This is an optimization exercise on Yosys and OpenROAD, whose aim is small area, not a production implementation.
Where RTL was checked, it was by simulation tests only, not by an equivalence proof against the original.

==> run a: inputs <==
// main
module main(
    input clk,
    input reset,
    input entry_sensor,
    input exit_sensor,
    input [1:0] switch,
    input beep_in,
    output beep,
    output door_open,
    output full,
    output [2:0] c,
    output [1:0] L,
    output [3:0] state,
    output [4:0] seg_sel,
    output [7:0] seg_data
);
==> module dbc_lfsr, before the edit <==
module dbc_lfsr (
    input clk,
    input rst_n,
    input button,
    output event_o
);
    localparam [10:0] P = 11'b10000000110;
    reg s1, s2;
    reg [10:0] q;
    wire z = ~|q[9:0];
    wire start = s1 & ~s2 & z;
    wire f = (q[10] ^ q[8]) & ~z;
    assign event_o = z & q[10];
    always @(posedge clk) begin
        s1 <= rst_n & button;
        s2 <= rst_n & s1;
        if (!rst_n) q <= 11'd0;
        else if (start) q <= P;
        else q <= {q[9:0], f};
    end
endmodule
==> module main, before the edit <==
module main(
    input clk,
    input reset,
    input entry_sensor,
    input exit_sensor,
    input [1:0] switch,
    input beep_in,
    output beep,
    output door_open,
    output full,
    output [2:0] c,
    output [1:0] L,
    output [3:0] state,
    output [4:0] seg_sel,
    output [7:0] seg_data
);
    assign beep = beep_in;
    wire rst_n = reset;
    wire ent, ext;
    dbc_lfsr dbc1 (.clk(clk), .rst_n(rst_n), .button(~entry_sensor), .event_o(ent));
    dbc_lfsr dbc2 (.clk(clk), .rst_n(rst_n), .button(~exit_sensor), .event_o(ext));
    reg [3:0] st;
    reg [2:0] cr;
    reg [1:0] Lr;
    assign state = st;
    assign c = cr;
    assign L = Lr;
    wire nf = &st;
    wire [3:0] nst;
    assign nst[0] = (ent & ~st[0]) | (st[0] & ~(ext & (switch == 2'd0)));
    assign nst[1] = (ent & st[0] & ~st[1]) | (st[1] & ~(ext & (switch == 2'd1)));
    assign nst[2] = (ent & st[0] & st[1] & ~st[2]) | (st[2] & ~(ext & (switch == 2'd2)));
    assign nst[3] = (ent & st[0] & st[1] & st[2] & ~st[3]) | (st[3] & ~(ext & (switch == 2'd3)));
    wire [1:0] nL = ~st[0] ? 2'd0 : ~st[1] ? 2'd1 : ~st[2] ? 2'd2 : ~st[3] ? 2'd3 : 2'd0;
    always @(posedge clk) begin
        if (!rst_n) begin
            st <= 4'd0;
            cr <= 3'd4;
            Lr <= 2'd0;
        end else begin
            st <= nst;
            cr <= (ent & ~nf) ? cr - 3'd1 : ext ? cr + 3'd1 : cr;
            Lr <= nL;
        end
    end
    localparam [9:0] DW = 10'b1010110010;
    reg [5:0] dcnt;
    reg [9:0] dt;
    wire dev = (ent & ~full) | ext;
    wire drun = |dcnt;
    wire dwrap = (dt == DW);
    assign door_open = dcnt[0];
    always @(posedge clk) begin
        if (!rst_n) begin
            dcnt <= 6'd0;
            dt <= 10'd0;
        end else if (dev) begin
            dcnt <= 6'd39;
        end else if (drun) begin
            if (dwrap) begin
                dt <= 10'd0;
                dcnt <= dcnt - 6'd1;
            end else
                dt <= {dt[8:0], ~(dt[9] ^ dt[6])};
        end
    end
    localparam [10:0] FW = 11'b00000010111;
    reg fr;
    reg [2:0] fcnt;
    reg [10:0] ft;
    wire ftrig = nf & ent;
    wire frun = |fcnt;
    wire fwrap = (ft == FW);
    assign full = fr;
    always @(posedge clk) begin
        if (!rst_n) begin
            fr <= 1'b0;
            fcnt <= 3'd0;
            ft <= 11'd0;
        end else if (ftrig) begin
            fcnt <= 3'd7;
            fr <= 1'b1;
        end else if (frun) begin
            if (fwrap) begin
                ft <= 11'd0;
                fr <= ~fr;
                fcnt <= fcnt - 3'd1;
            end else
                ft <= {ft[9:0], ~(ft[10] ^ ft[8])};
        end else
            fr <= nf;
    end
    reg [4:0] q;
    reg [2:0] A, B;
    wire tick = &q[2:0];
    wire [1:0] ds = q[4:3];
    reg [2:0] nA;
    always @* begin
        case (ds)
            2'd0: nA = cr;
            2'd1: nA = fr ? 3'd7 : {1'b0, Lr};
            2'd2: nA = fr ? 3'd6 : 3'd7;
            default: nA = 3'd7;
        endcase
    end
    always @(posedge clk) begin
        if (!rst_n) begin
            q <= 5'b00100;
            A <= 3'd0;
            B <= 3'd0;
        end else begin
            q <= q + 5'd1;
            if (tick) begin
                A <= nA;
                B <= A;
            end
        end
    end
    wire blank = (ds == 2'd0) & ~B[2];
    reg [7:0] seg;
    always @* begin
        case (B)
            3'd0: seg = 8'b00111111;
            3'd1: seg = 8'b00000110;
            3'd2: seg = 8'b01011011;
            3'd3: seg = 8'b01001111;
            3'd4: seg = 8'b01100110;
            3'd5: seg = 8'b01101101;
            3'd6: seg = 8'b01110001;
            default: seg = 8'b01000000;
        endcase
    end
    assign seg_data = blank ? 8'd0 : seg;
    assign seg_sel = {1'b0, ds == 2'd1, (ds == 2'd0) & B[2], ds == 2'd2, ds == 2'd3};
endmodule
make LEC_CHECK=0 CAP_MARGIN=20 CORE_MARGIN=2 CORE_UTILIZATION=40 PLACE_DENSITY=0.6 SLEW_MARGIN=20 finish   # period 10.0 ns
run.sh (not shown) runs the stock make flow with config.mk's settings and CLKGATE_MAP_FILE= SYNTH_SCRIPT=/design/flow/synth_recipe.tcl, a recipe that flattens the netlist after the stock synthesis.
==> run b (differences from run a) <==
==> flow/design.v (replaced) <==
module dbc_lfsr (
    input clk,
    input rst_n,
    input button,
    output event_o
);
    localparam [10:0] P = 11'b10000000110;
    localparam [10:0] POL = 11'b10101010101;
    localparam S1P = 1'b1, S2P = 1'b0;
    reg s1q, s2q;
    reg [10:0] q;
    wire s1 = s1q ^ S1P;
    wire s2 = s2q ^ S2P;
    wire [10:0] t = q ^ POL;
    wire z = ~|t[9:0];
    wire start = s1 & ~s2 & z;
    wire f = (t[10] ^ t[8]) & ~z;
    assign event_o = z & t[10];
    wire [10:0] tn = !rst_n ? 11'd0 : start ? P : {t[9:0], f};
    always @(posedge clk) begin
        s1q <= (rst_n & button) ^ S1P;
        s2q <= (rst_n & s1) ^ S2P;
        q <= tn ^ POL;
    end
endmodule
module slot_fsm (
    input clk,
    input rst_n,
    input ent,
    input ext,
    input [1:0] switch,
    output reg [3:0] st,
    output reg [2:0] cr,
    output reg [1:0] Lr,
    output nf
);
    assign nf = &st;
    wire [3:0] nst;
    assign nst[0] = (ent & ~st[0]) | (st[0] & ~(ext & (switch == 2'd0)));
    assign nst[1] = (ent & st[0] & ~st[1]) | (st[1] & ~(ext & (switch == 2'd1)));
    assign nst[2] = (ent & st[0] & st[1] & ~st[2]) | (st[2] & ~(ext & (switch == 2'd2)));
    assign nst[3] = (ent & st[0] & st[1] & st[2] & ~st[3]) | (st[3] & ~(ext & (switch == 2'd3)));
    wire [1:0] nL = ~st[0] ? 2'd0 : ~st[1] ? 2'd1 : ~st[2] ? 2'd2 : ~st[3] ? 2'd3 : 2'd0;
    always @(posedge clk) begin
        if (!rst_n) begin
            st <= 4'd0;
            cr <= 3'd4;
            Lr <= 2'd0;
        end else begin
            st <= nst;
            cr <= (ent & ~nf) ? cr - 3'd1 : ext ? cr + 3'd1 : cr;
            Lr <= nL;
        end
    end
endmodule
module door_blink (
    input clk,
    input rst_n,
    input dev,
    output door_open
);
    localparam [9:0] DW = 10'b1010110010;
    reg [5:0] dcnt;
    reg [9:0] dt;
    wire drun = |dcnt;
    wire dwrap = (dt == DW);
    wire hold = rst_n & dev;
    wire step = rst_n & ~dev & drun & ~dwrap;
    assign door_open = dcnt[0];
    wire [9:0] sh = {dt[8:0], ~(dt[9] ^ dt[6])};
    always @(posedge clk) begin
        dt <= ({10{hold}} & dt) | ({10{step}} & sh);
        if (!rst_n) dcnt <= 6'd0;
        else if (dev) dcnt <= 6'd39;
        else if (drun & dwrap) dcnt <= dcnt - 6'd1;
    end
endmodule
module full_blink (
    input clk,
    input rst_n,
    input ftrig,
    input nf,
    output full
);
    localparam [10:0] FW = 11'b00000010111;
    reg [2:0] k;
    reg [10:0] ft;
    wire run = |k;
    wire fwrap = (ft == FW);
    assign full = run ? k[0] : ft[0];
    wire hold = rst_n & ftrig & run;
    wire step = rst_n & ~ftrig & run & ~fwrap;
    wire idle = rst_n & ~ftrig & ~run;
    wire [10:0] sh = {ft[9:0], ~(ft[10] ^ ft[8])};
    always @(posedge clk) begin
        ft <= ({11{hold}} & ft) | ({11{step}} & sh) | {10'd0, idle & nf};
        if (!rst_n) k <= 3'd0;
        else if (ftrig) k <= 3'd7;
        else if (run & fwrap) k <= k - 3'd1;
    end
endmodule
module scanner (
    input clk,
    input rst_n,
    input [2:0] cr,
    input [1:0] Lr,
    input fr,
    output [4:0] seg_sel,
    output [7:0] seg_data
);
    reg [4:0] q;
    reg [2:0] A, B;
    wire tick = &q[2:0];
    wire [1:0] ds = q[4:3];
    reg [2:0] nA;
    always @* begin
        case (ds)
            2'd0: nA = cr;
            2'd1: nA = fr ? 3'd7 : {1'b0, Lr};
            2'd2: nA = fr ? 3'd6 : 3'd7;
            default: nA = 3'd7;
        endcase
    end
    always @(posedge clk) begin
        if (!rst_n) begin
            q <= 5'b00100;
            A <= 3'd0;
            B <= 3'd0;
        end else begin
            q <= q + 5'd1;
            if (tick) begin
                A <= nA;
                B <= A;
            end
        end
    end
    wire blank = (ds == 2'd0) & ~B[2];
    reg [7:0] seg;
    always @* begin
        case (B)
            3'd0: seg = 8'b00111111;
            3'd1: seg = 8'b00000110;
            3'd2: seg = 8'b01011011;
            3'd3: seg = 8'b01001111;
            3'd4: seg = 8'b01100110;
            3'd5: seg = 8'b01101101;
            3'd6: seg = 8'b01110001;
            default: seg = 8'b01000000;
        endcase
    end
    assign seg_data = blank ? 8'd0 : seg;
    assign seg_sel = {1'b0, ds == 2'd1, (ds == 2'd0) & B[2], ds == 2'd2, ds == 2'd3};
endmodule
module main(
    input clk,
    input reset,
    input entry_sensor,
    input exit_sensor,
    input [1:0] switch,
    input beep_in,
    output beep,
    output door_open,
    output full,
    output [2:0] c,
    output [1:0] L,
    output [3:0] state,
    output [4:0] seg_sel,
    output [7:0] seg_data
);
    assign beep = beep_in;
    wire ent, ext, nf;
    dbc_lfsr dbc1 (.clk(clk), .rst_n(reset), .button(~entry_sensor), .event_o(ent));
    dbc_lfsr dbc2 (.clk(clk), .rst_n(reset), .button(~exit_sensor), .event_o(ext));
    slot_fsm fsm (.clk(clk), .rst_n(reset), .ent(ent), .ext(ext), .switch(switch),
                  .st(state), .cr(c), .Lr(L), .nf(nf));
    door_blink door (.clk(clk), .rst_n(reset), .dev((ent & ~full) | ext), .door_open(door_open));
    full_blink fb (.clk(clk), .rst_n(reset), .ftrig(nf & ent), .nf(nf), .full(full));
    scanner scan (.clk(clk), .rst_n(reset), .cr(c), .Lr(L), .fr(full), .seg_sel(seg_sel), .seg_data(seg_data));
endmodule
==> flow/flow/run.sh (new file) <==
#!/bin/bash
# Own layout flow: the standard ORFS flow (standard.sh) with three changes:
#  - synthesis is synth_recipe.tcl unchanged except that its abc call uses an
#    area-oriented ABC script (flow/area.abc) instead of ORFS's speed script;
#    registers, their names and cell types are untouched;
#  - every input and output port still gets a buffer, but a buf_1;
#  - CTS uses no dummy loads.
set -euo pipefail
W=$(pwd)
F=$W/flow
cat > "$W/own_synth.tcl" <<TCL
proc abc {args} {
  set i [lsearch -exact \$args -script]
  if {\$i >= 0} { lset args [expr {\$i + 1}] {$F/area.abc} }
  yosys abc {*}\$args
}
source {$W/synth_recipe.tcl}
TCL
CTS="-sink_clustering_enable -repair_clock_nets -dont_use_dummy_load"
if [[ -f "$F/cts_args" ]]; then CTS="$(cat "$F/cts_args")"; fi
bash "$W/standard.sh" \
  "SYNTH_SCRIPT=$W/own_synth.tcl" "ADDER_MAP_FILE=" \
  "BUFFER_PORTS_ARGS=-buffer_cell sky130_fd_sc_hd__buf_1" \
  "CTS_ARGS=$CTS" \
  finish > "$W/own_flow.log" 2>&1
==> flow/flow/area.abc (new file) <==
strash
&get -n
&st
&dch
&nf -a
&put
topo
==> flow/flow/cts_args (new file) <==
-sink_clustering_enable -repair_clock_nets -dont_use_dummy_load -buf_list sky130_fd_sc_hd__clkbuf_4 -root_buf sky130_fd_sc_hd__clkbuf_8
==> flow/standard.sh (new file) <==
#!/bin/bash
# synth_recipe.tcl (not shown) runs the flow's synth.tcl, then flattens the netlist and writes it again
# the make line also repeats each setting of config.mk as NAME=value (left out here)
make -C /OpenROAD-flow-scripts/flow DESIGN_CONFIG=/design/flow/config.mk WORK_HOME=/design/flow/orfs CLKGATE_MAP_FILE= SYNTH_SCRIPT=/design/flow/synth_recipe.tcl "${@:-finish}"
CORE_UTILIZATION = 70   (was 40)
PLACE_DENSITY = 0.8   (was 0.6)
removed: flow/run.sh
==> notes <==
- Of run b and run a, run b has the higher global-route usage (gap 12 points).
- Run b finished clean. Run a completed without violations.
- Between run b and run a, the lower routed wire length is in run b (gap about 6%, measured against run a).
- In run a the cell area is larger than in run b, by about 20%.
- Between run a and run b, the lower synthesized cell count is in run b (gap 18%, measured against run b).
- Fmax: run a is lower than run b (3.3%).
- Against run b, the sequential share of layout area of run a is lower by 7.8 points.
- Against run a, the non-clock buffer count of run b is higher by 3.
- Between run a and run b, the lower via count is in run b (gap 3.3%, measured against run b).
==> figures <==
Outcome: run a no timing/DRC/antenna violations; run b no timing/DRC/antenna violations
Proportion of layout cells with a drive suffix above 1: run a 0.0785; run b 0.0383
Slew at the pin closest to its max-slew limit: run a 0.830 ns; run b 1.06 ns
Core outline area: run a 0.00777 mm^2; run b 0.00394 mm^2
Non-clock buffer share: run a 0.0739; run b 0.0421
Sw Share: run a 0.246; run b 0.241
Number of clock buffers in the layout: run a 10; run b 9
Number of global-route vias before repair: run a 2262; run b 2102
Met1 Use GR: run a 0.206; run b 0.326
# rows: run a 32; run b 23
Arrival time at the worst endpoint: run a 4.61 ns; run b 4.49 ns
Initial drt markers: run a 91; run b 136
Area of the multi-input gates: run a 0.00157 mm^2; run b 0.00125 mm^2
Area growth, synth to finish: run a 16.5%; run b 10.6%
Share of the synthesized area in compound gates (AO/OA/AOI/OAI): run a 0.0992; run b 0.205
XOR/XNOR share of the synthesized area: run a 0.0325; run b 0.0124
Flip-flop and latch area: run a 0.00154 mm^2; run b 0.00152 mm^2
The RTL of run b was laid out without a check of its function.

## what the ideal ports hide
Ports are ideal in the flow. The routed layouts listed here were re-timed in OpenROAD. Step 1 sets driving cells, clkbuf_16 on the clock port and buf_2 on the other inputs (assumed; they add their load-dependent delay and slew). Step 2 adds t to the input delays and takes it off the output delays; t is the mean of the earliest and latest rising clock arrival at the registers after step 1. Input paths then give back, and output paths get back, about the clock's delay inside the block. Slacks: no drivers / after step 1 / after step 2; pairs: no drivers / after step 1.
run	t, ns	setup WS [ns]	hold slack, ns	worst slew at a driven data input, ns	pins driven straight from the clock port
run a	0.357	5.656 / 5.662 / 5.305	0.458 / 0.458 / 0.458	0.06	1
run b	0.367	5.802 / 5.806 / 5.439	0.394 / 0.394 / 0.394	0.06	1
After both steps setup and hold are still met in every run listed. The setup slack of run b, which loses most, moves by +0.004 ns with the drivers and by -0.363 ns with both steps.
